This design comes from an exercise in tuning for small area, a short achievable clock period and few clock cycles per item on the open sky130 flow, not from production work. The RTL was checked by simulation tests, not by an equivalence proof against the original design.

==> flow/design.v <==
module tea_interface(
    input [63:0] in,
    input mode,
    input reset,
    input write,
    input clk,
    output [63:0] out,
    output out_ready
);
    localparam [31:0] DELTA   = 32'h9E3779B9;
    localparam [31:0] NDELTA  = 32'h61C88647;  
    localparam [31:0] SUM_DEC = 32'hC6EF3720;  
    function [31:0] bs(input [31:0] x);
        bs = {x[7:0], x[15:8], x[23:16], x[31:24]};
    endfunction
    wire [31:0] in_y = bs(in[63:32]);
    wire [31:0] in_z = bs(in[31:0]);
    reg [63:0] kp, kq;
    reg        qhi;       
    reg        wk;        
    reg [31:0] a, b, s;
    reg        m;         
    reg        ph;        
    reg        pre, post;  
    reg        busy, rdy;
    always @(posedge clk) begin
        kq <= kp;
        kp <= (reset | wk) ? {in_y, in_z} : kq;
        qhi <= wk ? 1'b1 : ~qhi;
    end
    wire        swp = pre | post;
    wire [31:0] f   = ((b << 4) + kq[63:32]) ^ (b + s) ^ ((b >> 5) + kq[31:0]);
    wire [31:0] fe  = f & {32{~swp}};
    wire [31:0] mm  = {32{m}};
    wire [31:0] nb  = mm ^ ((mm ^ a) + fe);
    wire go   = busy & (swp | (qhi == (m ~^ ph)));
    wire fin  = ph & (s == (m ? DELTA : SUM_DEC));
    always @(posedge clk) begin
        if (reset) begin
            wk   <= 1'b1;
            busy <= 1'b0;
            rdy  <= 1'b0;
        end else begin
            wk <= 1'b0;
            if (write) begin
                busy <= 1'b1;
                rdy  <= 1'b0;
            end else if (go & (post | (~m & ~swp & fin))) begin
                busy <= 1'b0;
                rdy  <= 1'b1;
            end
        end
    end
    always @(posedge clk) begin
        if (write) begin
            a    <= in_y;
            b    <= in_z;
            s    <= mode ? SUM_DEC : DELTA;
            m    <= mode;
            ph   <= 1'b0;
            pre  <= mode;
            post <= 1'b0;
        end else if (go) begin
            a <= b;
            b <= nb;
            if (swp) begin
                pre  <= 1'b0;
                post <= 1'b0;
            end else begin
                ph <= ~ph;
                if (ph) s <= s + (m ? NDELTA : DELTA);
                if (m & fin) post <= 1'b1;
            end
        end
    end
    assign out = {bs(a), bs(b)};
    assign out_ready = rdy;
endmodule
==> flow/run.sh <==
#!/bin/bash
# synth_recipe.tcl (not shown) runs the flow's synth.tcl, then flattens the netlist and writes it again
# the make line also repeats each setting of config.mk as NAME=value (left out here)
make -C /OpenROAD-flow-scripts/flow DESIGN_CONFIG=/design/flow/config.mk WORK_HOME=/design/flow/orfs CLKGATE_MAP_FILE= SYNTH_SCRIPT=/design/flow/synth_recipe.tcl finish
==> flow/config.mk <==
export PLATFORM = sky130hd
export DESIGN_NAME = tea_interface
export DESIGN_NICKNAME = tea_interface
export VERILOG_FILES = /design/flow/design.v
export SDC_FILE = /design/flow/constraint.sdc
export NUM_CORES = 4
export LEC_CHECK = 0
export CAP_MARGIN = 20
export CORE_MARGIN = 2
export CORE_UTILIZATION = 40
export SLEW_MARGIN = 20
==> flow/constraint.sdc <==
create_clock -name core_clock -period 12.0 [get_ports {clk}]
set_input_delay 2.4000 -clock core_clock [delete_from_list [all_inputs] [get_ports {clk}]]
set_output_delay 2.4000 -clock core_clock [all_outputs]
set_load 0.01 [all_outputs]
==> results of run 1 <==
-- worst max path at each step --
stage	cells past startpoint	slack, ns	end	start
2_1_floorplan	25	6.49	b[31]$_DFFE_PP_	b[5]$_DFFE_PP_
3_3_place_gp	25	5.78	b[31]$_DFFE_PP_	b[5]$_DFFE_PP_
3_5_place_dp	25	5.74	b[31]$_DFFE_PP_	b[5]$_DFFE_PP_
4_1_cts	25	5.68	b[31]$_DFFE_PP_	b[5]$_DFFE_PP_
5_1_grt	25	5.34	b[31]$_DFFE_PP_	b[5]$_DFFE_PP_
6_report	25	5.68	b[31]$_DFFE_PP_	b[5]$_DFFE_PP_
-- cells by family after synthesis --
family | count (synthesis) | share of synthesized area
AO/OA/AOI/OAI | 422 | 0.175
XOR/XNOR | 260 | 0.148
adder cells (fa/ha/maj) | 151 | 0.122
buffers and inverters | 74 | 0.0176
flip-flops | 232 | 0.356
multiplexers | 120 | 0.0852
AND/OR/NAND/NOR | 322 | 0.0970
-- per-stage QoR --
step / instances / util / worst slack, ns / area [µm²]
6_report: 2246 / 0.478 / 5.68 / 18600
5_1_grt: 2246 / 0.478 / 5.34 / 18600
4_1_cts: 2246 / 0.478 / 5.68 / 18600
3_5_place_dp: 2196 / 0.456 / 5.74 / 17700
3_3_place_gp: 2196 / 0.456 / 5.78 / 17700
2_1_floorplan: 1581 / - / 6.49 / 15800
-- worst register-to-register path: stages, from the launching register on --
cell and delay (ns):
edfxtp_1 0.51, ha_1 0.29, fa_1 0.42, a21o_1 0.18
a21o_1 0.23, a211oi_2 0.31, o31ai_2 0.19, nand3_1 0.11
o21ai_0 0.14, a21o_1 0.21, a21oi_1 0.23, o21ai_0 0.14
xnor2_1 0.16, nor2_1 0.06, ha_1 0.39, and3_1 0.23
and2_1 0.21, and4_1 0.22, a221o_1 0.35, nor3_1 0.40
o41ai_2 0.19, a21o_1 0.20, a21oi_1 0.19, xnor2_1 0.16
xnor2_1 0.08, mux2_2 0.26
-- area by class of cell --
cell class / count / share of cell area
Multi-Input combinational cell: 1275 / 0.535
Tap cell: 518 / 0.0349
Inverter: 33 / 0.00667
Clock inverter: 13 / 0.00647
Clock buffer: 37 / 0.0406
Timing Repair Buffer: 138 / 0.0735
Sequential cell: 232 / 0.303
-- layer usage --
metal | wire length (µm) | track usage | vias to the layer above
li1 | - | - | 6040
met1 | 22900 | 0.321 | 5893
met2 | 20200 | 0.351 | 272
met3 | 1810 | 0.0233 | 57
met4 | 962 | 0.0594 | 0
met5 | 0 | 0 | -
-- flip-flops by register name, summed over array words and instances, names as in the netlist --
| register | count |
|---|---|
| kp | 64 |
| kq | 64 |
| a | 32 |
| b | 32 |
| s | 32 |
| busy | 1 |
| m | 1 |
| ph | 1 |
| post | 1 |
| pre | 1 |
| qhi | 1 |
| rdy | 1 |
| wk | 1 |
-- synth_stat cells, types with 5 or more instances --
| cell type | n | area share |
|---|---|---|
| and2_1 | 6 | 0.0024 |
| a21oi_1 | 131 | 0.041 |
| o21ai_1 | 22 | 0.0070 |
| nand3_1 | 27 | 0.0085 |
| buf_1 | 6 | 0.0014 |
| nor3b_1 | 6 | 0.0028 |
| or3_1 | 9 | 0.0036 |
| a31oi_1 | 12 | 0.0047 |
| nand2b_1 | 21 | 0.0083 |
| xnor3_1 | 5 | 0.0071 |
| a211o_1 | 5 | 0.0028 |
| inv_1 | 32 | 0.0076 |
| xor2_1 | 91 | 0.050 |
| a21boi_0 | 5 | 0.0024 |
| mux2_2 | 117 | 0.083 |
| clkbuf_1 | 34 | 0.0081 |
| o211ai_1 | 9 | 0.0043 |
| xnor2_1 | 164 | 0.091 |
| o31ai_1 | 6 | 0.0028 |
| ha_1 | 146 | 0.12 |
| o21ai_0 | 64 | 0.020 |
| dfxtp_1 | 134 | 0.17 |
| a211oi_1 | 12 | 0.0057 |
| o21bai_1 | 13 | 0.0062 |
| nor2b_1 | 16 | 0.0063 |
| nand4_1 | 18 | 0.0071 |
| and3_1 | 7 | 0.0028 |
| a21o_1 | 92 | 0.044 |
| fa_1 | 5 | 0.0063 |
| nor2_1 | 99 | 0.023 |
| nor3_1 | 15 | 0.0047 |
| nand2_1 | 83 | 0.020 |
| edfxtp_1 | 98 | 0.19 |
| o21a_1 | 8 | 0.0038 |
==> metrics.md, run 1 <==
| Metric | Value |
|---|---|
| Core ar. | 38,800 µm² |
| Gate Count Post-Synth | 1,581 |
| Multi-input gate area | 9930 µm² |
| Critical path startpoint category | flop |
| Rows | 72 |
| Hold_buf cts | 0 |
| Fmax | 158 MHz |
| Post-synth EDFFs | 98 |
| Vias in the first global route | 12,100 |
| CP max stage delay | 0.51 ns |
| Post_cts resized | 0 |
| Global-route wire length before repair | 71.0 mm |
| Sequential share of the synthesized area | 0.356 |
| Syn Area/Cell | 10.0 µm² |
| Cell variety after synth | 73 |
| Rel. slew slack | 0.279 |
| Worst path buffer plus inverter count | 0 |
| Hold depth | 0 |
| Cell mode on critical path | a21o_1 |
| Final Hold Fails | 0 |
| Slowest-stage cell, CP | edfxtp_1 |
| Starting Density | 0.407 |
| Reg-to-reg endpoint | b[31]$_DFFE_PP_ |
| R2r setup slk | 5.68 ns |
| Run status | complete, no violations |
| H-tree depth | 1 |
| Max cap viols | 0 |
| Die area | between 40,000 and 50,000 µm² |
| Async S/R FF share, synth | 0 |
| Net Count, Synth | about 1,800 |
| Vias per cell | 5.46 |
| Setup violators final | 0 |
| FF+latch area | approximately 5600 µm² |
| TritonCTS clock tree | built |
| Least-Margin Pin Slew | 1.08 ns |
| Number of antenna diodes | 0 |
| WS Path Type | reg -> reg |
| Yosys warning count | 1 |
| Most frequent cells in the layout | 164 x xnor2_1, 146 x ha_1, 134 x dfxtp_1 |
| Final #Nets | slightly below 2,000 |
| Crit path max fanout | 5 |
| Number of setup buffers added after CTS | 0 |
| Largest net degree at the start of global routing | 66 |
| Hold endpoint | kq[6]$_DFF_P_ |
| Fillers | between 3,000 and 4,000 |
| Synth Register Bits | 232 |
| Wire per inst | 20.4 µm |
| Drt initial violations | 763 |
| Clock Sinks | 232 |
| Worst EP arrival | ~6.6 ns |
| Crit share post-route | 0.527 |
| Area Overhead vs Synth | 17.3% |
| Top-Level Pins | 133 |
| Min-delay src | kp[6]$_DFF_P_ |
| Post-Synthesis Cell Area | 15,800 µm² |
| Worst EP required | 12.31 ns |
| Port bufs | 132 |
| WHS | 0.319 ns |
| Critical Path End Type | flop |
| TNS Setup | 0 ns |
| Clk root buf | clkbuf_16 |
| CTS Buf Count | 27 |
| Clock skew | 0.0106 ns |
| Die Ht | 203 µm |
| Routed WL | about 46 mm |
| Maximum clock insertion buffer count | 3 |
| DRT Pass-1 Iters | 7 |
| Max-slew violations | 0 |
| Final HPWL DP | 34.6 mm |
| Die Width | between 200 and 250 µm |
| R2R depth | 25 |
| Layout cells sized above 1 | 0.112 |
| RSZ-0062 raised after global routing | false |
| Drt drc | 0 |
| Most common cell after layout, fill and taps aside | xnor2_1 |
| Routed Antenna Nets | 0 |
| Via count | 12,300 |
| Initial antenna violation count | 0 |
| Placer Congestion | 0.893 |
| CP delay by family, top | compound AO/OA/AOI/OAI gates |
| Main synth FF type | dfxtp_1 |
| Worst-path clk slew | around 0.060 ns |
| Skew-Pair Late Insertion Delay | 0.56 ns |
| R2R Path Start | b[5]$_DFFE_PP_ |
| All-Layer GR Usage | 0.222 |
| Hold crit path type | reg -> reg |
| Final Critical Period | 6.32 ns |
| Global route overflow | 0 |
Testbench counts, summed over its fixed seeds: cycles 68,736, items 1,024.
==> run 2, diff against run 1 <==
--- a/flow/config.mk
+++ b/flow/config.mk
@@ -5,6 +5,7 @@
 export SDC_FILE = /design/flow/constraint.sdc
 export NUM_CORES = 4
 export LEC_CHECK = 0
+export ABC_AREA = 1
 export CAP_MARGIN = 20
 export CORE_MARGIN = 2
 export CORE_UTILIZATION = 40
==> run 2 against run 1 <==
Still clean. Register-to-register slack improved by 1.3 ns. Critical path depth decreased by 1. Final area is 7.6% higher. Critical path type unchanged. Critical endpoint is now b[29]$_DFFE_PP_. Largest cell class unchanged.
==> metrics.md, run 2 <==
| Metric | Value |
|---|---|
| Rel. slew slack | 0.253 (-0.0265) |
| WS Path Type | reg -> reg |
| Final #Nets | 2,583 (+34%) |
| Layout cells sized above 1 | 0.0649 (-0.0473) |
| Gate Count Post-Synth | 2,235 (+41%) |
| Synth Register Bits | 232 (unchanged) |
| Global-route wire length before repair | 89.7 mm (+26%) |
| Most common cell after layout, fill and taps aside | nand2_1 |
| Synth area leader | edfxtp_1 |
| Drt drc | 0 (unchanged) |
| Most frequent cell after synthesis | nand2_1 |
| Clk root buf | clkbuf_16 |
| Routed WL | 59.3 mm (+29%) |
| Post-synth EDFFs | 98 (unchanged) |
| TNS Setup | 0 ns (unchanged) |
| Most frequent cells in the layout | 491 x nand2_1, 237 x inv_1, 191 x a21oi_1 |
| Largest net degree at the start of global routing | 66 (unchanged) |
| Max-slew violations | 0 (unchanged) |
| Fillers | 4,177 (+16%) |
| Placer Congestion | 0.967 (+8.4%) |
| Least-Margin Pin Slew | 1.11 ns (+0.0329 ns) |
| Cell variety after synth | 56 (-23%) |
| TritonCTS clock tree | built |
| Number of setup buffers added after CTS | 0 (unchanged) |
| Vias in the first global route | 15,500 (+28%) |
| Syn Area/Cell | 7.63 µm² (-24%) |
| Worst-path clk slew | 0.06 ns (about the same) |
| Number of antenna diodes | 0 (unchanged) |
| Initial antenna violation count | 0 (unchanged) |
| CTS Buf Count | 29 (+7.4%) |
| Hold_buf cts | 0 (unchanged) |
| Final Cell Area | 20,000 µm² (+7.6%) |
| Core ar. | 42,000 µm² (+8.3%) |
| Via count | 15,700 (+28%) |
| Drt initial violations | 1,115 (+46%) |
| Global route overflow | 0 (unchanged) |
| Run status | complete, no violations |
| Worst EP required | 12.32 ns (about the same) |
| Rows | 75 (+4.2%) |
| Worst EP arrival | 5.37 ns (-1.27 ns) |
| Final HPWL DP | 46.6 mm (+35%) |
| Fmax | 198 MHz (+25%) |
| Wire per inst | 20.3 µm (-0.77%) |
| All-Layer GR Usage | 0.266 (+0.0448) |
| Sequential share of the synthesized area | 0.330 (-0.0256) |
| Starting Density | 0.406 (-0.00194) |
| Area Overhead vs Synth | 17.2% |
| Die Ht | 210 µm (+3.7%) |
| Max cap viols | 0 (unchanged) |
| Critical Path End Type | flop |
| Clock Sinks | 232 (unchanged) |
| Maximum clock insertion buffer count | 3 (unchanged) |
| Async S/R FF share, synth | 0 (unchanged) |
| Critical path startpoint category | flop |
| Crit path max fanout | 5 (unchanged) |
| Port bufs | 132 (unchanged) |
| Largest registers | kp x64, kq x64 |
| H-tree depth | 1 (unchanged) |
| Die Width | 210 µm (+3.7%) |
| Die area | 44,300 µm² (+7.6%) |
| Yosys warning count | 1 (unchanged) |
| Crit share post-route | 0.421 (-0.106) |
| Top-Level Pins | 133 (unchanged) |
| Final Hold Fails | 0 (unchanged) |
| Clock skew | 0.0131 ns (+0.00249 ns) |
| RSZ-0062 raised after global routing | false |
| Vias per cell | 5.36 (-1.9%) |
| Skew-Pair Late Insertion Delay | 0.59 ns (+0.03 ns) |
| Main synth FF type | dfxtp_1 |
| Hold crit path type | reg -> reg |
| Setup violators final | 0 (unchanged) |
| Cell Area, Placed | 19,000 µm² (+7.2%) |
| DRT Pass-1 Iters | 5 (-2) |
| Post_cts resized | 0 (unchanged) |
| Area contributors post-synth | edfxtp_1 17%, dfxtp_1 16%, nand2_1 11% |
| List of most frequent post-synthesis cells | 492 x nand2_1, 238 x inv_1, 191 x a21oi_1 |
| Routed Antenna Nets | 0 (unchanged) |
| Post-Synthesis Cell Area | 17,000 µm² (+7.8%) |
| Post-synth top area share | 0.173 (-0.0134) |
| Final Critical Period | 5.06 ns (-1.27 ns) |
| Net Count, Synth | 2,454 (+36%) |
==> run 2: metrics by stage <==
step            util  hold WS, ns  std cells  setup slack, ns
2_1_floorplan      -        0.310       2235             6.95
3_3_place_gp   0.451        0.310       2871             6.61
3_5_place_dp   0.451        0.312       2872             6.53
4_1_cts        0.475        0.322       2926             6.98
5_1_grt        0.475        0.330       2926             6.55
6_report       0.475        0.318       2926             6.94
==> run 2: critical path: stages (launching register included) <==
cell and delay [ns]:
edfxtp_1 0.56, ha_1 0.31, fa_1 0.41, nand3_1 0.09, nand2_1 0.12, a21oi_2 0.26
o21ai_2 0.16, nand2_1 0.08, nand2_1 0.10, a21oi_1 0.19, xor2_1 0.34, o21ai_1 0.12
a21oi_1 0.14, ha_1 0.30, a21oi_1 0.32, o21ai_0 0.15, a21oi_1 0.15, nand3_1 0.22
nand2_1 0.14, nand2_1 0.09, nand3_1 0.08, nand3_1 0.08, or2_1 0.21, nand3_1 0.06
o21ai_0 0.08
==> run 2: path summary, 6_finish.rpt <==
check,from,end,slack [ns],cells past startpoint
max,b[5]$_DFFE_PP_,b[29]$_DFFE_PP_,6.94,24
min,kp[10]$_DFF_P_,kq[10]$_DFF_P_,0.32,0
max reg2reg,b[5]$_DFFE_PP_,b[29]$_DFFE_PP_,6.94,24
min reg2reg,kp[10]$_DFF_P_,kq[10]$_DFF_P_,0.32,0
==> run 2: per-layer routing <==
layer	part of all wire	GRT usage	wire (µm)	vias to the layer above
li1	-	-	-	7785
met1	0.47	0.375	27800	7388
met2	0.45	0.438	26800	426
met3	0.057	0.0283	3380	77
met4	0.024	0.0673	1430	0
met5	0	0	0	-
==> run 2: cell families (layout without fill, tap and decap cells) <==
group | after synthesis | count (layout) | synth area share
flops | 232 | 232 | 0.330
compound gates | 509 | 509 | 0.173
xor+xnor | 195 | 195 | 0.100
fa+ha+maj | 151 | 151 | 0.113
mux | 17 | 17 | 0.0112
simple gates | 850 | 850 | 0.210
buf+inv | 281 | 433 | 0.0626
==> run 2: area by class of cell <==
cell class                      instances  area [µm²]  share of cell area
Clock buffer                           39         826              0.0413
Clock inverter                         15         183             0.00915
Multi-Input combinational cell       1722       10400               0.520
Sequential cell                       232        5630               0.282
Tap cell                              539         674              0.0338
Inverter                              239         898              0.0450
Timing Repair Buffer                  140        1390              0.0695
==> run 3, diff against run 2 <==
==> flow/flow/run.sh (new file) <==
#!/bin/bash
set -euo pipefail
bash standard.sh SETUP_SLACK_MARGIN=7.5 finish > standard_finish.log 2>&1
==> flow/standard.sh (new file) <==
#!/bin/bash
# synth_recipe.tcl (not shown) runs the flow's synth.tcl, then flattens the netlist and writes it again
# the make line also repeats each setting of config.mk as NAME=value (left out here)
make -C /OpenROAD-flow-scripts/flow DESIGN_CONFIG=/design/flow/config.mk WORK_HOME=/design/flow/orfs CLKGATE_MAP_FILE= SYNTH_SCRIPT=/design/flow/synth_recipe.tcl "${@:-finish}"
removed: flow/run.sh
==> run 3 against run 2 <==
Global-route usage is 0.074 points higher. Still clean. Register-to-register slack gained 0.59 ns. Sequential cell count unchanged. Critical path type unchanged.
==> metrics.md, run 3 <==
| Metric | Value |
|---|---|
| Crit share post-route | 0.373 (-0.0489) |
| Min-delay src | kp[16]$_DFF_P_ |
| Drt drc | 0 (unchanged) |
| Reg-to-reg endpoint | b[28]$_DFFE_PP_ |
| Max cap viols | 0 (unchanged) |
| Post-synthesis xor/xnor area fraction | 0.100 (unchanged) |
| Syn Area/Cell | 7.63 µm² (unchanged) |
| Routed Antenna Nets | 0 (unchanged) |
| Initial antenna violation count | 1 (+1) |
| Hold crit path type | reg -> reg |
| R2r setup slk | 7.53 ns (+0.59 ns) |
| Most frequent cell after synthesis | nand2_1 |
| Crit path max fanout | 5 (unchanged) |
| R2R Path Start | b[0]$_DFFE_PP_ |
| Rows | 75 (unchanged) |
| Final Cell Area | 21,500 µm² (+7.6%) |
| Critical Path End Type | flop |
| Core ar. | 42,000 µm² (unchanged) |
| Compound-cell area share of the yosys netlist | 0.173 (unchanged) |
| Clk root buf | clkbuf_16 |
| Global-route wire length before repair | 90.0 mm (+0.31%) |
| Die Ht | 210 µm (unchanged) |
| Synth area leader | edfxtp_1 |
| Final Critical Period | 4.47 ns (-0.586 ns) |
| R2R depth | 24 (unchanged) |
| Clock skew | 0.0181 ns (+0.00502 ns) |
| Largest family of logic cells by synthesized area | simple AND/OR/NAND/NOR gates |
| Clock Sinks | 232 (unchanged) |
| Worst EP arrival | 4.77 ns (-0.60 ns) |
| TritonCTS clock tree | built |
| List of most frequent post-synthesis cells | 492 x nand2_1, 238 x inv_1, 191 x a21oi_1 |
| Top-Level Pins | 133 (unchanged) |
| Number of antenna diodes | 0 (unchanged) |
| Hold endpoint | kq[16]$_DFF_P_ |
| Maximum clock insertion buffer count | 3 (unchanged) |
| Wire per inst | 20.2 µm (-0.14%) |
| Rel. slew slack | 0.388 (+0.135) |
| FF+latch area | 5630 µm² (unchanged) |
| WS Path Type | reg -> reg |
| Most frequent cells in the layout | 464 x nand2_1, 233 x inv_1, 162 x o21ai_0 |
| Fillers | 4,173 (-0.096%) |
| Post-synthesis mux area share | 0.0112 (unchanged) |
| Vias in the first global route | 15,600 (+0.35%) |
| Hold_buf cts | 0 (unchanged) |
| Run status | complete, no violations |
| Yosys warning count | 1 (unchanged) |
| Die Width | 210 µm (unchanged) |
| Sequential share of the synthesized area | 0.330 (unchanged) |
| DRT Pass-1 Iters | 6 (+1) |
| Routed WL | 60.8 mm (+2.6%) |
| Least-Margin Pin Slew | 0.918 ns (-0.196 ns) |
| Skew-Pair Late Insertion Delay | 0.59 ns (about the same) |
| Worst EP required | 12.29 ns (-0.03 ns) |
| Setup violators final | 0 (unchanged) |
| Final HPWL DP | 47.0 mm (+0.91%) |
| Port bufs | 132 (unchanged) |
| Cell variety after synth | 56 (unchanged) |
| Net Count, Synth | 2,454 (unchanged) |
| Gate Count Post-Synth | 2,235 (unchanged) |
| Main synth FF type | dfxtp_1 |
| WHS | 0.312 ns (-0.00585 ns) |
| Final WS setup | 7.53 ns (+0.586 ns) |
| Hold depth | 0 (unchanged) |
| Final #Nets | 2,665 (+3.2%) |
| H-tree depth | 1 (unchanged) |
| RSZ-0062 raised after global routing | true |
| Placer Congestion | 0.933 (-3.6%) |
| Area contributors post-synth | edfxtp_1 17%, dfxtp_1 16%, nand2_1 11% |
| TNS Setup | 0 ns (unchanged) |
| Layout cells sized above 1 | 0.160 (+0.0948) |
| Die area | 44,300 µm² (unchanged) |
| Fmax | 224 MHz (+13%) |
| Post-Synthesis Cell Area | 17,000 µm² (unchanged) |
| Simple-gate portion of the synthesized area | 0.210 (unchanged) |
| Starting Density | 0.406 (unchanged) |
| Max-slew violations | 0 (unchanged) |
| Worst-path clk slew | 0.06 ns (about the same) |
| Post-synth EDFFs | 98 (unchanged) |
| Critical path startpoint category | flop |
| Post-synth top area share | 0.173 (unchanged) |
| CTS Buf Count | 27 (-6.9%) |
| Largest registers | kp x64, kq x64 |
| Via count | 16,200 (+3.5%) |
| Layout Utilization | 0.511 (+0.0362) |
| Final Hold Fails | 0 (unchanged) |
| Most common cell after layout, fill and taps aside | nand2_1 |
| Async S/R FF share, synth | 0 (unchanged) |
| Synth Area in Adders | 0.113 (unchanged) |
| DP Worst Slack | 6.32 ns (-0.214 ns) |
| Largest net degree at the start of global routing | 111 (+68%) |
| Cell Area, Placed | 19,000 µm² (about the same) |
| Vias per cell | 5.40 (+0.77%) |
| Drt initial violations | 1,069 (-4.1%) |
| All-Layer GR Usage | 0.267 (+0.000740) |
| Area Overhead vs Synth | 26.1% |
| Synth Register Bits | 232 (unchanged) |
| Global route overflow | 0 (unchanged) |
| Multi-input gate area | 11,300 µm² (+9.1%) |
## run 3: cell counts after synthesis
No cell type changed its count.
## run 3: final cells by class
class                           instances  share of cell area
Multi-Input combinational cell       1722               0.527
Inverter                              239              0.0420
Clock buffer                           43              0.0395
Clock inverter                          7             0.00390
Tap cell                              539              0.0314
Sequential cell                       232               0.262
Timing Repair Buffer                  224              0.0947
## run 3: stage by stage
step | cells
detailed placement | 2872
global placement | 2872
finish | 3006
floorplan | 2235
CTS | 2960
global route | 3006
## run 3: cell families after synthesis
group | Yosys count
and+or+nand+nor | 850
AOI/OAI and AO/OA | 509
buffers and inverters | 281
DFF | 232
xor gates and xnor gates | 195
adders and majority gates | 151
muxes | 17
## run 3: what timing repair did
action	in CTS	in global routing
buffers inserted	38	46
pin swaps	19	46
endpoints found under the setup margin	93	82
resized for setup	48	164
## run 3: worst max-delay path by stage
stage | from | to | slack (ns) | cells after the start
finish | b[0]$_DFFE_PP_ | b[28]$_DFFE_PP_ | 7.53 | 24
global route | b[2]$_DFFE_PP_ | b[28]$_DFFE_PP_ | 7.35 | 20
CTS | b[0]$_DFFE_PP_ | b[27]$_DFFE_PP_ | 7.46 | 23
detailed placement | write | a[17]$_DFFE_PP_ | 6.32 | 5
global placement | write | a[18]$_DFFE_PP_ | 6.40 | 5
floorplan | write | a[0]$_DFFE_PP_ | 7.58 | 5
## run 3: per-layer routing
layer / GRT usage / vias to the layer above / part of all wire
met4: 0.0590 / 2 / 0.021
li1: - / 7947 / -
met3: 0.0356 / 81 / 0.058
met5: 0 / - / 0.00021
met1: 0.366 / 7743 / 0.46
met2: 0.449 / 456 / 0.46
## run 3: worst max-delay path, stage by stage (launching register included)
cell,delay [ns]
edfxtp_1,0.41
buf_6,0.15
ha_4,0.17
fa_2,0.38
nand2_2,0.09
nand2_2,0.07
o21ai_4,0.09
o21ai_4,0.08
a21oi_4,0.25
buf_4,0.16
o21ai_2,0.07
nand2_1,0.08
nand2_1,0.06
or2_1,0.25
nand2_1,0.07
nand2_1,0.07
a21oi_1,0.17
nor2_2,0.08
ha_4,0.31
nand4_1,0.20
nor3_1,0.34
nand4_1,0.14
nand2_1,0.18
xnor2_2,0.18
o21ai_0,0.11
==> run 4, diff against run 3 <==
==> flow/flow/run.sh (replaced) <==
#!/bin/bash
set -euo pipefail
bash standard.sh SETUP_SLACK_MARGIN=7 ADDER_MAP_FILE= finish > standard_finish.log 2>&1
--- a/flow/config.mk
+++ b/flow/config.mk
@@ -5,7 +5,6 @@
 export SDC_FILE = /design/flow/constraint.sdc
 export NUM_CORES = 4
 export LEC_CHECK = 0
-export ABC_AREA = 1
 export CAP_MARGIN = 20
 export CORE_MARGIN = 2
 export CORE_UTILIZATION = 40
==> run 4 against run 3 <==
Global-route usage down 2.1 points. Synthesized cell count fell by 8.9%. Core utilization grew 0.79 points. Critical path depth is 3 lower. Clock-buffer cell count shrank 6. First-iteration DRC count rose by 24%. Critical endpoint unchanged. Largest cell class unchanged. Highest routed layer is now met4. Still clean on timing, DRC and antenna.
==> metrics.md, run 4 <==
| Metric | Value |
|---|---|
| Run status | complete, no violations |
| Routed WL | 59.0 mm (-3.0%) |
| Vias per cell | 5.82 (+7.8%) |
| WHS | 0.323 ns (+0.0104 ns) |
| Area contributors post-synth | edfxtp_1 17%, dfxtp_1 15%, xnor2_1 13% |
| WS Path Type | reg -> reg |
| Syn Area/Cell | 8.67 µm² (+14%) |
| DRT Pass-1 Iters | 8 (+2) |
| TritonCTS clock tree | built |
| Final Hold Fails | 0 (unchanged) |
| Crit share post-route | 0.450 (+0.0779) |
| Initial antenna violation count | 0 (-1) |
| Rel. slew slack | 0.437 (+0.0485) |
| Hold_buf cts | 0 (unchanged) |
| Async S/R FF share, synth | 0 (unchanged) |
| Clk root buf | clkbuf_16 |
| Min-delay src | kp[42]$_DFF_P_ |
| Largest registers | kp x64, kq x64 |
| Global-route wire length before repair | 90.2 mm (+0.26%) |
| Synth area leader | edfxtp_1 |
| Vias in the first global route | 15,700 (+1.0%) |
| Worst EP required | 12.31 ns (+0.02 ns) |
| Cell variety after synth | 91 (+63%) |
| Drt initial violations | 1,326 (+24%) |
| H-tree depth | 1 (unchanged) |
| Global route overflow | 0 (unchanged) |
| Hold depth | 0 (unchanged) |
| Main synth FF type | dfxtp_1 |
| Largest net degree at the start of global routing | 80 (-28%) |
| Multi-input gate area | 12,600 µm² (+11%) |
| Layout cells sized above 1 | 0.248 (+0.0878) |
| Hold crit path type | reg -> reg |
| Layout Utilization | 0.519 (+0.00792) |
| Fillers | 4,063 (-2.6%) |
| Final HPWL DP | 37.9 mm (-19%) |
| Most frequent cell after synthesis | xnor2_1 |
| FF+latch area | 5640 µm² (+0.18%) |
| Placer Congestion | 0.896 (-3.9%) |
| Post-Route M1 WL | 25.3 mm (-9.5%) |
| Fmax | 185 MHz (-17%) |
| R2R Path Start | b[5]$_DFFE_PP_ |
| Skew-Pair Late Insertion Delay | 0.56 ns (-0.03 ns) |
| Synth Register Bits | 232 (unchanged) |
| Drt drc | 0 (unchanged) |
| Die Ht | 214 µm (+1.8%) |
| Routed Antenna Nets | 0 (unchanged) |
| List of most frequent post-synthesis cells | 253 x xnor2_1, 166 x nand2_1, 154 x nor2_1 |
| Yosys warning count | 1 (unchanged) |
| Hold endpoint | kq[42]$_DFF_P_ |
| Post-synth top area share | 0.167 (-0.00608) |
| Critical path startpoint category | flop |
| Crit path max fanout | 7 (+2) |
| Routed length on met3 | 3.51 mm (-0.99%) |
| Core ar. | 43,900 µm² (+4.5%) |
| Clock skew | 0.0153 ns (-0.00281 ns) |
| Critical Path End Type | flop |
| Routed wl met2 | 29.0 mm (+3.3%) |
| Worst-path clk slew | 0.06 ns (about the same) |
| Max-slew violations | 0 (unchanged) |
| R2r setup slk | 6.59 ns (-0.93 ns) |
| RSZ-0062 raised after global routing | true |
| Post-Synthesis Cell Area | 17,700 µm² (+3.6%) |
| Least-Margin Pin Slew | 0.843 ns (-0.0747 ns) |
| Most common cell after layout, fill and taps aside | xnor2_1 |
| Die area | 45,900 µm² (+3.6%) |
| Via count | 16,500 (+1.4%) |
| Max cap viols | 0 (unchanged) |
| Area Overhead vs Synth | 29.1% |
| Clock Sinks | 232 (unchanged) |
| R2R depth | 21 (-13%) |
| DR top layer | met4 |
| Final #Nets | 2,282 (-14%) |
| TNS Setup | 0 ns (unchanged) |
| Net Count, Synth | 2,105 (-14%) |
| Most frequent cells in the layout | 219 x xnor2_1, 160 x nand2_1, 145 x nor2_1 |
| Gate Count Post-Synth | 2,037 (-8.9%) |
| Top-Level Pins | 133 (unchanged) |
| Worst EP arrival | 5.72 ns (+0.95 ns) |
| Die Width | 214 µm (+1.8%) |
| Setup violators final | 0 (unchanged) |
| Maximum clock insertion buffer count | 3 (unchanged) |
| Final Critical Period | 5.41 ns (+0.935 ns) |
| Starting Density | 0.402 (-0.00331) |
| Sequential share of the synthesized area | 0.318 (-0.0116) |
| Reg-to-reg endpoint | b[28]$_DFFE_PP_ |
| CTS Buf Count | 27 (unchanged) |
| Rows | 77 (+2.7%) |
| Post-synth EDFFs | 98 (unchanged) |
| Wire per inst | 20.9 µm (+3.1%) |
| Port bufs | 132 (unchanged) |
| All-Layer GR Usage | 0.246 (-0.0209) |
## run 4: cell types whose count changed after synthesis, sizes merged, moves of 37 or more
| cell | previous run | this run |
|---|---|---|
| a21oi | 205 | 129 |
| a31oi | 12 | 49 |
| buf | 11 | 56 |
| clkbuf | 31 | 97 |
| ha | 146 | 0 |
| inv | 238 | 38 |
| maj3 | 0 | 43 |
| mux2 | 17 | 108 |
| nand2 | 506 | 167 |
| nand3 | 90 | 36 |
| o21ai | 208 | 124 |
| xnor2 | 59 | 253 |
| xor2 | 136 | 75 |
## run 4: final cells by class
class | instances | area share
multi-input cells | 1611 | 0.553
flip-flops and latches | 232 | 0.247
repair buffers | 301 | 0.122
clock buffers | 37 | 0.0335
well taps | 592 | 0.0325
inverters | 41 | 0.00697
clock inverters | 12 | 0.00455
diodes | 1 | 0.000110
## run 4: kinds of logic after synthesis
logic type | count (synthesis) | share of synthesized area
XOR/XNOR | 345 | 0.184
AND/OR/NAND/NOR | 552 | 0.148
adder cells (fa/ha/maj) | 43 | 0.0246
AO/OA/AOI/OAI | 549 | 0.204
multiplexers | 122 | 0.0770
flip-flops | 232 | 0.318
buffers and inverters | 194 | 0.0440
## run 4: layer usage
layer  track usage  up-vias
met2         0.434      542
li1              -     7720
met4        0.0632        0
met5             0        -
met1         0.322     8119
met3        0.0260       71
## run 4: through the flow
stage | area (µm²) | worst slack, ns | instances
6_report | 22800 | 6.59 | 2827
5_1_grt | 22800 | 6.39 | 2826
4_1_cts | 22300 | 6.62 | 2807
3_5_place_dp | 19400 | 5.36 | 2618
3_3_place_gp | 19400 | 5.54 | 2618
2_1_floorplan | 17900 | 7.00 | 2037
## run 4: how the worst max path moves through the flow
stage / from / endpoint / depth (start not counted)
final: b[5]$_DFFE_PP_ / b[28]$_DFFE_PP_ / 21
after global routing: b[9]$_DFFE_PP_ / b[28]$_DFFE_PP_ / 23
after CTS: b[10]$_DFFE_PP_ / b[30]$_DFFE_PP_ / 21
after detailed placement: b[10]$_DFFE_PP_ / b[30]$_DFFE_PP_ / 18
after global placement: b[16]$_DFFE_PP_ / b[30]$_DFFE_PP_ / 18
after floorplan: b[10]$_DFFE_PP_ / b[30]$_DFFE_PP_ / 20
## run 4: worst max-delay path, stage by stage (launching register included)
cell       delay [ns]
edfxtp_1         0.46
buf_4            0.20
buf_4            0.17
xor2_2           0.20
o2111a_2         0.27
buf_6            0.15
o31ai_4          0.33
nand2_1          0.10
maj3_2           0.33
xnor3_2          0.28
mux2i_4          0.37
buf_6            0.16
o21ai_2          0.05
a32o_2           0.30
o22ai_1          0.17
o211ai_1         0.24
a31oi_4          0.31
a22oi_2          0.14
a2111oi_4        0.38
nor2_1           0.12
xnor2_1          0.15
mux2_4           0.26
## run 4: what timing repair did
action | CTS | global route
setup buffers | 138 | 17
endpoints found under the setup margin | 18 | 16
gates resized for setup | 171 | 66
cloned | 2 | 0
pin swaps | 88 | 33
==> run 5, diff against run 4 <==
==> flow/flow/run.sh (replaced) <==
#!/bin/bash
set -euo pipefail
bash standard.sh SETUP_SLACK_MARGIN=7 finish > standard_finish.log 2>&1
--- a/flow/config.mk
+++ b/flow/config.mk
@@ -7,5 +7,6 @@
 export LEC_CHECK = 0
 export CAP_MARGIN = 20
 export CORE_MARGIN = 2
-export CORE_UTILIZATION = 40
+export CORE_UTILIZATION = 65
+export PLACE_DENSITY = 0.8
 export SLEW_MARGIN = 20
==> run 5 against run 4 <==
Still clean. Clock skew down 0.0036 ns. Synthesized area down 10%. Critical path depth up 2. Sequential cell count unchanged. Clock-buffer cell count down 6. Maximum frequency down 3.6%. Non-clock buffer count down 77. Critical endpoint is now b[31]$_DFFE_PP_. Largest cell class unchanged.
==> metrics.md, run 5 <==
| Metric | Value |
|---|---|
| Die area | 25,600 µm² (-44%) |
| Die Width | 160 µm (-25%) |
| WS Path Type | reg -> reg |
| Worst EP required | 12.29 ns (-0.02 ns) |
| Post-synth EDFFs | 98 (unchanged) |
| Die Ht | 160 µm (-25%) |
| Via count | 13,400 (-18%) |
| Vias per cell | 6.29 (+8.0%) |
| H-tree depth | 1 (unchanged) |
| R2R Path Start | b[5]$_DFFE_PP_ |
| Final #Nets | 2,011 (-12%) |
| Crit share post-route | 0.467 (+0.0167) |
| Synth Register Bits | 232 (unchanged) |
| Initial antenna violation count | 0 (unchanged) |
| Syn Area/Cell | 10.0 µm² (+15%) |
| Clock Sinks | 232 (unchanged) |
| Final Hold Fails | 0 (unchanged) |
| Post-synthesis xor/xnor area fraction | 0.148 (-0.0361) |
| Global-route wire length before repair | 73.6 mm (-18%) |
| Clk root buf | clkbuf_16 |
| TritonCTS clock tree | built |
| Synth area leader | edfxtp_1 |
| Number of antenna diodes | 0 (-1) |
| Port bufs | 132 (unchanged) |
| Clock skew | 0.0118 ns (-0.00355 ns) |
| R2r setup slk | 6.39 ns (-0.20 ns) |
| Crit path max fanout | 3 (-4) |
| R2R depth | 23 (+9.5%) |
| Simple-gate portion of the synthesized area | 0.0970 (-0.0509) |
| Rows | 57 (-26%) |
| Net Count, Synth | 1,800 (-14%) |
| Drt drc | 0 (unchanged) |
| Final HPWL DP | 33.3 mm (-12%) |
| RSZ-0062 raised after global routing | true |
| Layout Utilization | 0.814 (+0.295) |
| Skew-Pair Late Insertion Delay | 0.54 ns (-0.02 ns) |
| Reg-to-reg endpoint | b[31]$_DFFE_PP_ |
| Largest net degree at the start of global routing | 73 (-8.8%) |
| Worst EP arrival | 5.89 ns (+0.17 ns) |
| Starting Density | 0.656 (+0.254) |
| Vias in the first global route | 13,200 (-16%) |
| Sequential share of the synthesized area | 0.356 (+0.0372) |
| Critical path startpoint category | flop |
| Main synth FF type | dfxtp_1 |
| Compound-cell area share of the yosys netlist | 0.175 (-0.0293) |
| Yosys warning count | 1 (unchanged) |
| Core ar. | 24,100 µm² (-45%) |
| Rel. slew slack | 0.271 (-0.165) |
| Hold depth | 0 (unchanged) |
| Area Overhead vs Synth | 24.0% |
| Setup violators final | 0 (unchanged) |
| CTS Buf Count | 25 (-7.4%) |
| Worst-path clk slew | 0.06 ns (about the same) |
| Wire per inst | 22.9 µm (+9.5%) |
| WHS | 0.320 ns (-0.00242 ns) |
| Max cap viols | 0 (unchanged) |
| Top-Level Pins | 133 (unchanged) |
| Hold crit path type | reg -> reg |
| Max-slew violations | 0 (unchanged) |
| All-Layer GR Usage | 0.365 (+0.118) |
| Synth Area in Adders | 0.122 (+0.0972) |
| Async S/R FF share, synth | 0 (unchanged) |
| Cell variety after synth | 73 (-20%) |
| Run status | complete, no violations |
| Least-Margin Pin Slew | 1.09 ns (+0.250 ns) |
| List of most frequent post-synthesis cells | 164 x xnor2_1, 146 x ha_1, 134 x dfxtp_1 |
| Post-synthesis mux area share | 0.0852 (+0.00821) |
| Maximum clock insertion buffer count | 3 (unchanged) |
| Fmax | 178 MHz (-3.6%) |
| Global route overflow | 0 (unchanged) |
| Most common cell after layout, fill and taps aside | xnor2_1 |
| DRT Pass-1 Iters | 5 (-3) |
| Post-Synthesis Cell Area | 15,800 µm² (-10%) |
| TNS Setup | 0 ns (unchanged) |
| Hold endpoint | kq[28]$_DFF_P_ |
| Drt initial violations | 1,368 (+3.2%) |
| Area contributors post-synth | edfxtp_1 19%, dfxtp_1 17%, ha_1 12% |
| Placer Congestion | 0.929 (+3.8%) |
| Largest registers | kp x64, kq x64 |
| Post-synth top area share | 0.186 (+0.0195) |
| Largest family of logic cells by synthesized area | compound AO/OA/AOI/OAI gates |
| Routed WL | 48.8 mm (-17%) |
| Min-delay src | kp[28]$_DFF_P_ |
| Layout cells sized above 1 | 0.205 (-0.0426) |
| Gate Count Post-Synth | 1,581 (-22%) |
| Most frequent cells in the layout | 157 x xnor2_1, 134 x dfxtp_1, 131 x clkdlybuf4s50_1 |
| Most frequent cell after synthesis | xnor2_1 |
| Critical Path End Type | flop |
| Final Critical Period | 5.61 ns (+0.200 ns) |
| Routed Antenna Nets | 0 (unchanged) |
run 5: changes by cell type after synthesis, sizes merged, moves of 43 or more:
cell    delta
clkbuf    -63
nor2      -56
a21o      +74
xnor2     -89
ha       +146
maj3      -43
buf       -49
nand2     -84
run 5: per-layer routing:
layer / share of wire / wire, µm / track usage / vias to the layer above
met1: 0.42 / 20600 / 0.509 / 6457
met2: 0.46 / 22300 / 0.579 / 626
met4: 0.034 / 1640 / 0.118 / 0
li1: - / - / - / 6210
met5: 0 / 0 / 0 / -
met3: 0.086 / 4180 / 0.0647 / 125
run 5: timing repair:
item                       4_1_cts  5_1_grt
cloned                           1        0
gates resized for setup         47       73
hold endpoints to repair         0        0
setup buffers                   35       51
hold buffers                     0        0
pin swaps                       35       60
setup endpoints to repair       15       20
run 5: final cells by class:
cell class                 instances  area, µm²
multi-input combinational       1275      10500
sequential                       232       5630
fill                            1546       4490
timing repair buffer             224       2050
clock buffer                      31        711
tap                              324        405
clock inverter                    14        151
inverter                          33        128
timing repair inverter             1       5.00
run 5: kinds of logic (layout without fill, tap and decap cells):
| kind of cell | count (synthesis) | after routing |
|---|---|---|
| AO/OA/AOI/OAI | 422 | 422 |
| XOR/XNOR | 260 | 260 |
| adder cells (fa/ha/maj) | 151 | 151 |
| buffers and inverters | 74 | 303 |
| flip-flops | 232 | 232 |
| multiplexers | 120 | 120 |
| AND/OR/NAND/NOR | 322 | 322 |
run 5: through the flow:
step | setup WS, ns | std cells | area (µm²)
2_1_floorplan | 6.96 | 1581 | 15900
3_3_place_gp | 6.08 | 2002 | 17500
3_5_place_dp | 6.06 | 2002 | 17500
4_1_cts | 6.38 | 2083 | 18900
5_1_grt | 6.29 | 2134 | 19600
6_report | 6.39 | 2134 | 19600
run 5: how the worst max path moves through the flow:
stage / from / end / slack [ns] / cells after the start
finish: b[5]$_DFFE_PP_ / b[31]$_DFFE_PP_ / 6.39 / 23
global route: b[1]$_DFFE_PP_ / b[31]$_DFFE_PP_ / 6.29 / 24
CTS: b[5]$_DFFE_PP_ / b[31]$_DFFE_PP_ / 6.38 / 25
detailed placement: b[5]$_DFFE_PP_ / b[31]$_DFFE_PP_ / 6.06 / 23
global placement: b[5]$_DFFE_PP_ / b[31]$_DFFE_PP_ / 6.08 / 23
floorplan: b[5]$_DFFE_PP_ / b[31]$_DFFE_PP_ / 6.96 / 23
run 5: critical path, stage by stage (launching register included):
cell and delay [ns]:
edfxtp_1 0.44, buf_6 0.16, ha_4 0.17, fa_2 0.34, a21o_1 0.20, a21o_1 0.20, a211oi_4 0.30, o31ai_4 0.12
a2111oi_4 0.48, buf_4 0.19, o31ai_2 0.11, a21oi_2 0.20, nor2b_1 0.09, xnor3_1 0.35, xor2_1 0.16, nor2_1 0.07
ha_1 0.38, nand2_1 0.13, o41ai_4 0.47, a21o_1 0.19, a21oi_2 0.06, xnor2_1 0.18, xnor2_1 0.08, mux2_2 0.26
==> run 6, diff against run 5 <==
==> flow/flow/run.sh (replaced) <==
#!/bin/bash
# The standard layout, with timing repair aiming below the clock period:
# repair_timing treats paths with less than MARGIN ns of slack as failing.
set -euo pipefail
MARGIN=7
bash standard.sh SETUP_SLACK_MARGIN=$MARGIN finish > standard_finish.log 2>&1
--- a/flow/config.mk
+++ b/flow/config.mk
@@ -7,6 +7,5 @@
 export LEC_CHECK = 0
 export CAP_MARGIN = 20
 export CORE_MARGIN = 2
-export CORE_UTILIZATION = 65
-export PLACE_DENSITY = 0.8
+export CORE_UTILIZATION = 40
 export SLEW_MARGIN = 20
==> run 6 against run 5 <==
Synthesized area unchanged. Sequential share of layout area is 0.72 points lower. Non-clock buffer count grew 13. Critical path type unchanged. Highest routed layer unchanged.
==> metrics.md, run 6 <==
| Metric | Value |
|---|---|
| Run status | complete, no violations |
| Final Hold Fails | 0 (unchanged) |
| Crit share post-route | 0.455 (-0.0121) |
| Fillers | 3,432 (+120%) |
| Wire per inst | 20.6 µm (-9.8%) |
| Top-Level Pins | 133 (unchanged) |
| Clock skew | 0.00871 ns (-0.00306 ns) |
| Crit path cell chain | buf_6 > ha_4 > fa_2 > a21o_1 > a21o_1 > a211oi_4 > o31ai_4 > a2111oi_4 > buf_4 > buf_6 > o31ai_4 > a21oi_2 > nor2b_1 > xnor3_1 > xor2_1 > nor2_1 > ha_1 > nand2_2 > o41ai_4 > a21o_1 > a21oi_2 > xnor2_1 > xnor2_1 > mux2_2 |
| Final HPWL DP | 35.1 mm (+5.5%) |
| Most frequent cell after synthesis | xnor2_1 |
| Post-synth EDFFs | 98 (unchanged) |
| Core ar. | 38,800 µm² (+61%) |
| Sequential share of the synthesized area | 0.356 (unchanged) |
| Final #Nets | 2,025 (+0.70%) |
| Least-Margin Pin Slew | 1.07 ns (-0.0256 ns) |
| Slowest-stage cell, CP | a2111oi_4 |
| Worst-path clk slew | 0.06 ns (about the same) |
| Maximum clock insertion buffer count | 3 (unchanged) |
| Main synth FF type | dfxtp_1 |
| Clk root buf | clkbuf_16 |
| Rel. slew slack | 0.288 (+0.0171) |
| WHS | 0.319 ns (-0.000793 ns) |
| Placed Cells | 2,197 (+9.7%) |
| Initial antenna violation count | 0 (unchanged) |
| Global-route wire length before repair | 74.2 mm (+0.89%) |
| TritonCTS clock tree | built |
| CTS Buf Count | 26 (+4.0%) |
| Synth area leader | edfxtp_1 |
| Routed WL | 48.3 mm (-0.96%) |
| Yosys warning count | 1 (unchanged) |
| Most common cell after layout, fill and taps aside | xnor2_1 |
| Layout cells sized above 1 | 0.223 (+0.0176) |
| All-Layer GR Usage | 0.231 (-0.134) |
| Max cap viols | 0 (unchanged) |
| Gate Count Post-Synth | 1,581 (unchanged) |
| Largest registers | kp x64, kq x64 |
| Most frequent cells in the layout | 152 x xnor2_1, 134 x dfxtp_1, 131 x clkdlybuf4s50_1 |
| FF+latch area | 5630 µm² (unchanged) |
| Clock Sinks | 232 (unchanged) |
| Setup violators final | 0 (unchanged) |
| Starting Density | 0.407 (-0.249) |
| Die area | 41,200 µm² (+61%) |
| Post-synth top area share | 0.186 (unchanged) |
| Worst path buffer plus inverter count | 3 (+1) |
| Number of antenna diodes | 0 (unchanged) |
| DP Worst Slack | 6.09 ns (+0.0286 ns) |
| Die Width | 203 µm (+27%) |
| Cell mode on critical path | a21o_1 |
| Cell Area, Placed | 17,800 µm² (+1.4%) |
| Area contributors post-synth | edfxtp_1 19%, dfxtp_1 17%, ha_1 12% |
| CP delay by family, top | compound AO/OA/AOI/OAI gates |
| Area Overhead vs Synth | 27.2% |
| Multi-input gate area | 10,700 µm² (+1.5%) |
| Rows | 72 (+26%) |
| Die Ht | 203 µm (+27%) |
| Placer Congestion | 0.882 (-5.1%) |
| Skew-Pair Late Insertion Delay | 0.55 ns (about the same) |
| RSZ-0062 raised after global routing | true |
| Max-slew violations | 0 (unchanged) |
| Via count | 12,800 (-4.6%) |
| WS Path Type | reg -> reg |
| Crit path max fanout | 4 (+1) |
| Final Critical Period | 5.46 ns (-0.146 ns) |
| Synth Register Bits | 232 (unchanged) |
| Worst EP arrival | 5.76 ns (-0.13 ns) |
| Post-Synthesis Cell Area | 15,800 µm² (unchanged) |
| List of most frequent post-synthesis cells | 164 x xnor2_1, 146 x ha_1, 134 x dfxtp_1 |
| Number of cells on the critical path | 24 (+4.3%) |
| Final WS setup | 6.54 ns (+0.146 ns) |
| Async S/R FF share, synth | 0 (unchanged) |
| Net Count, Synth | 1,800 (unchanged) |
| Cell variety after synth | 73 (unchanged) |
| Vias in the first global route | 12,500 (-4.8%) |
| Drt initial violations | 822 (-40%) |
| Hold depth | 0 (unchanged) |
| Final Cell Area | 20,100 µm² (+2.6%) |
| R2R depth | 24 (+4.3%) |
| Syn Area/Cell | 10.0 µm² (unchanged) |
| Critical path startpoint category | flop |
| H-tree depth | 1 (unchanged) |
| Layout Utilization | 0.518 (-0.295) |
| Hold_buf cts | 0 (unchanged) |
| TNS Setup | 0 ns (unchanged) |
| Vias per cell | 5.47 (-13%) |
| Finished Layout Cells | 2,342 (+9.7%) |
| DRT Pass-1 Iters | 5 (unchanged) |
| Hold crit path type | reg -> reg |
| Port bufs | 132 (unchanged) |
| Drt drc | 0 (unchanged) |
| Worst EP required | 12.30 ns (about the same) |
| Fmax | 183 MHz (+2.7%) |
| Global route overflow | 0 (unchanged) |
| Routed Antenna Nets | 0 (unchanged) |
| Largest net degree at the start of global routing | 66 (-9.6%) |
| Critical Path End Type | flop |
| CP max stage delay | 0.46 ns (-0.02 ns) |
run 6: cell counts after synthesis:
No cell type changed its count.
run 6: final timing paths:
kind | start | end | slack (ns)
max | b[5]$_DFFE_PP_ | b[31]$_DFFE_PP_ | 6.54
min | kp[44]$_DFF_P_ | kq[44]$_DFF_P_ | 0.32
max reg2reg | b[5]$_DFFE_PP_ | b[31]$_DFFE_PP_ | 6.54
min reg2reg | kp[44]$_DFF_P_ | kq[44]$_DFF_P_ | 0.32
run 6: cells by family after synthesis:
family	count (synthesis)	synth area share
compound gates	422	0.175
xor+xnor	260	0.148
simple gates	322	0.0970
mux	120	0.0852
fa+ha+maj	151	0.122
flops	232	0.356
buf+inv	74	0.0176
run 6: worst register-to-register path, stage by stage (launching register included):
cell and delay, ns:
edfxtp_1 0.40, buf_6 0.16, ha_4 0.16, fa_2 0.36
a21o_1 0.17, a21o_1 0.21, a211oi_4 0.30, o31ai_4 0.12
a2111oi_4 0.46, buf_4 0.19, buf_6 0.09, o31ai_4 0.08
a21oi_2 0.19, nor2b_1 0.08, xnor3_1 0.37, xor2_1 0.15
nor2_1 0.06, ha_1 0.38, nand2_2 0.11, o41ai_4 0.42
a21o_1 0.18, a21oi_2 0.06, xnor2_1 0.13, xnor2_1 0.12
mux2_2 0.26
run 6: area by class of cell:
cell class                      instances  area share
Clock inverter                          9     0.00522
Sequential cell                       232       0.280
Multi-Input combinational cell       1275       0.532
Timing Repair inverter                  1    0.000249
Tap cell                              518      0.0322
Clock buffer                           37      0.0381
Timing Repair Buffer                  237       0.107
Inverter                               33     0.00634
run 6: routing by layer:
layer  up-vias  share of wire  GRT usage  wire length, µm
met2       261           0.45      0.369            21700
met5         -              0          0                0
met3        71          0.038     0.0188             1840
li1       6237              -          -                -
met4         0          0.023     0.0607             1110
met1      6234           0.49      0.337            23700
run 6: repair_timing:
| action | CTS | global route |
|---|---|---|
| gates cloned | 0 | 1 |
| endpoints found under the setup margin | 14 | 18 |
| pin swaps | 47 | 86 |
| gates resized for setup | 60 | 94 |
| buffers inserted | 54 | 44 |
==> run 7, diff against run 6 <==
==> flow/flow/run.sh (replaced) <==
#!/bin/bash
# The standard layout, with timing repair aiming below the clock period:
# repair_timing treats paths with less than MARGIN ns of slack as failing,
# and may resize cells to any footprint.
set -euo pipefail
MARGIN=8
bash standard.sh SETUP_SLACK_MARGIN=$MARGIN MATCH_CELL_FOOTPRINT=0 finish > standard_finish.log 2>&1
==> run 7 against run 6 <==
Cell count is 0.98% higher. Clock skew is 0.0061 ns higher. Worst setup slack worse by 0.021 ns. Register-to-register slack got worse by 0.02 ns. Critical path type unchanged. Critical endpoint unchanged.
==> metrics.md, run 7 <==
| Metric | Value |
|---|---|
| Run status | complete, no violations |
| TritonCTS clock tree | built |
| List of most frequent post-synthesis cells | 164 x xnor2_1, 146 x ha_1, 134 x dfxtp_1 |
| Main synth FF type | dfxtp_1 |
| Clk root buf | clkbuf_16 |
| Die Ht | 203 µm (unchanged) |
| Cell Area, Placed | 17,900 µm² (+0.56%) |
| Most common cell after layout, fill and taps aside | xnor2_1 |
| Largest registers | kp x64, kq x64 |
| Placed Cells | 2,196 (-0.046%) |
| Fmax | 182 MHz (-0.37%) |
| Global route overflow | 0 (unchanged) |
| Via count | 13,200 (+2.7%) |
| Crit share post-route | 0.457 (+0.00171) |
| Drt drc | 0 (unchanged) |
| TNS Setup | 0 ns (unchanged) |
| Gate Count Post-Synth | 1,581 (unchanged) |
| Vias per cell | 5.56 (+1.7%) |
| Area contributors post-synth | edfxtp_1 19%, dfxtp_1 17%, ha_1 12% |
| Drt initial violations | 817 (-0.61%) |
| Final Critical Period | 5.48 ns (+0.0205 ns) |
| Critical path startpoint category | flop |
| Max cap viols | 0 (unchanged) |
| Setup violators final | 0 (unchanged) |
| Fillers | 3,458 (+0.76%) |
| Worst EP arrival | 5.79 ns (+0.03 ns) |
| Routed Antenna Nets | 0 (unchanged) |
| Area Overhead vs Synth | 29.2% |
| Cell variety after synth | 73 (unchanged) |
| Final Cell Area | 20,400 µm² (+1.6%) |
| Skew-Pair Late Insertion Delay | 0.57 ns (+0.02 ns) |
| Routed WL | 52.0 mm (+7.6%) |
| Syn Area/Cell | 10.0 µm² (unchanged) |
| Port bufs | 132 (unchanged) |
| Number of antenna diodes | 0 (unchanged) |
| Hold crit path type | reg -> reg |
| Largest net degree at the start of global routing | 66 (unchanged) |
| Placer Congestion | 0.926 (+5.0%) |
| Worst EP required | 12.31 ns (about the same) |
| Most frequent cells in the layout | 151 x xnor2_1, 134 x dfxtp_1, 128 x ha_1 |
| Maximum clock insertion buffer count | 3 (unchanged) |
| Synth Register Bits | 232 (unchanged) |
| Top-Level Pins | 133 (unchanged) |
| DRT Pass-1 Iters | 5 (unchanged) |
| Wire per inst | 22.0 µm (+6.6%) |
| Post-synth top area share | 0.186 (unchanged) |
| WHS | 0.317 ns (-0.00220 ns) |
| Clock Sinks | 232 (unchanged) |
| Final #Nets | 2,048 (+1.1%) |
| WS Path Type | reg -> reg |
| Synth area leader | edfxtp_1 |
| All-Layer GR Usage | 0.244 (+0.0127) |
| Vias in the first global route | 12,800 (+2.3%) |
| Async S/R FF share, synth | 0 (unchanged) |
| Most frequent cell after synthesis | xnor2_1 |
| Post-synth EDFFs | 98 (unchanged) |
| H-tree depth | 1 (unchanged) |
| Sequential share of the synthesized area | 0.356 (unchanged) |
| Clock skew | 0.0148 ns (+0.00614 ns) |
| Critical Path End Type | flop |
| Final HPWL DP | 35.3 mm (+0.47%) |
| CTS Buf Count | 26 (unchanged) |
| Core ar. | 38,800 µm² (unchanged) |
| Worst-path clk slew | 0.06 ns (about the same) |
| Rows | 72 (unchanged) |
| Finished Layout Cells | 2,365 (+0.98%) |
| Multi-input gate area | 10,800 µm² (+0.54%) |
| Starting Density | 0.407 (unchanged) |
| Die Width | 203 µm (unchanged) |
| Post-Synthesis Cell Area | 15,800 µm² (unchanged) |
| Layout cells sized above 1 | 0.236 (+0.0129) |
| Rel. slew slack | 0.265 (-0.0233) |
| Max-slew violations | 0 (unchanged) |
| Die area | 41,200 µm² (unchanged) |
| Final Hold Fails | 0 (unchanged) |
| Crit path max fanout | 7 (+3) |
| Net Count, Synth | 1,800 (unchanged) |
| RSZ-0062 raised after global routing | true |
| Yosys warning count | 1 (unchanged) |
| Least-Margin Pin Slew | 1.10 ns (+0.0349 ns) |
| Global-route wire length before repair | 77.0 mm (+3.7%) |
| Initial antenna violation count | 2 (+2) |
| FF+latch area | 5630 µm² (unchanged) |
[run 7: layout make-up]
cell class | instances | share of cell area
multi-input combinational | 1275 | 0.526
inverter | 33 | 0.00637
clock inverter | 12 | 0.00380
tap | 518 | 0.0317
clock buffer | 34 | 0.0353
sequential | 232 | 0.275
timing repair buffer | 260 | 0.121
timing repair inverter | 1 | 0.000245
[run 7: worst max-delay path: stages, from the launching register on]
cell and delay [ns]:
edfxtp_1 0.51, ha_1 0.34, a21o_1 0.19, nand4_1 0.12
nand3_2 0.12, a31o_4 0.25, a2111oi_4 0.35, buf_4 0.17
o41a_1 0.18, buf_4 0.17, xnor2_1 0.17, xnor2_1 0.17
nor2_1 0.07, ha_1 0.42, and3_4 0.22, and4_1 0.20
a221o_1 0.35, nor3_4 0.23, o41ai_4 0.11, a21o_1 0.19
a21oi_2 0.15, xnor2_1 0.16, xnor2_1 0.09, mux2_2 0.26
[run 7: through the flow]
step,setup WS (ns),utilization
after floorplan,6.99,-
after global placement,6.33,0.460
after detailed placement,6.25,0.461
after CTS,6.48,0.509
after global routing,6.30,0.526
final,6.52,0.526
[run 7: what timing repair did]
item / in CTS / in global routing
hold buffers: 0 / 0
gates resized for setup: 100 / 87
endpoints found under the setup margin: 71 / 32
pin swaps: 27 / 68
setup buffers: 84 / 35
gates cloned: 3 / 1
endpoints found under the hold margin: 0 / 0
[run 7: metal layers]
metal / GRT usage / vias to the layer above / wire [µm]
met4: 0.0714 / 0 / 1450
met2: 0.389 / 360 / 23200
li1: - / 6287 / -
met5: 0 / - / 0
met1: 0.351 / 6437 / 25000
met3: 0.0213 / 70 / 2340
[run 7: worst paths after layout]
path         cells past startpoint            from               to  slack, ns
max                             23  b[1]$_DFFE_PP_  b[31]$_DFFE_PP_       6.52
min                              0  kp[35]$_DFF_P_   kq[35]$_DFF_P_       0.32
max reg2reg                     23  b[1]$_DFFE_PP_  b[31]$_DFFE_PP_       6.52
min reg2reg                      0  kp[35]$_DFF_P_   kq[35]$_DFF_P_       0.32
[run 7: cell families (layout without fill, tap and decap cells)]
| group | Yosys count | count (layout) | synth area share |
|---|---|---|---|
| flops | 232 | 232 | 0.356 |
| compound gates | 422 | 422 | 0.175 |
| simple gates | 322 | 322 | 0.0970 |
| mux | 120 | 120 | 0.0852 |
| xor+xnor | 260 | 260 | 0.148 |
| fa+ha+maj | 151 | 151 | 0.122 |
| buf+inv | 74 | 340 | 0.0176 |

==> afterwards: timing with drivers on the ports <==
The flow's constraints put no driver on any port. The routed layouts listed below were extracted and timed again, unchanged, in two steps.
Step 1: set_driving_cell puts a clkbuf_16 on clk and a buf_2 on each other input, an assumption about the parent block.
Step 2, shift: input delay + t, output delay - t, t = (earliest + latest rising clock arrival at the registers) / 2. This alone moves slack from input paths to output paths.
a / b / c = ideal ports / drivers / drivers and shift; a / b = the first two.
run | shift t [ns] | slack for setup (ns) | worst setup path at the end | latest minus earliest clock arrival (ns) | worst register clock-pin slew, ns
run 1 | 0.615 | 5.675 / 5.675 / 5.675 | register to register | 0.011 / 0.011 | 0.06 / 0.06
run 2 | 0.637 | 6.943 / 6.943 / 6.528 | input to register | 0.013 / 0.013 | 0.06 / 0.06
run 3 | 0.633 | 7.529 / 7.529 / 6.987 | input to register | 0.019 / 0.020 | 0.07 / 0.07
run 4 | 0.612 | 6.594 / 6.594 / 6.594 | register to register | 0.016 / 0.016 | 0.07 / 0.07
run 5 | 0.585 | 6.394 / 6.394 / 6.394 | register to register | 0.011 / 0.012 | 0.07 / 0.07
run 6 | 0.603 | 6.540 / 6.540 / 6.540 | register to register | 0.010 / 0.009 | 0.06 / 0.06
run 7 | 0.611 | 6.519 / 6.519 / 6.519 | register to register | 0.014 / 0.015 | 0.07 / 0.07
After both steps setup and hold are still met in every run listed. The setup slack of run 3, which loses most, moves by 0.000 ns with the drivers and by -0.542 ns with both steps.
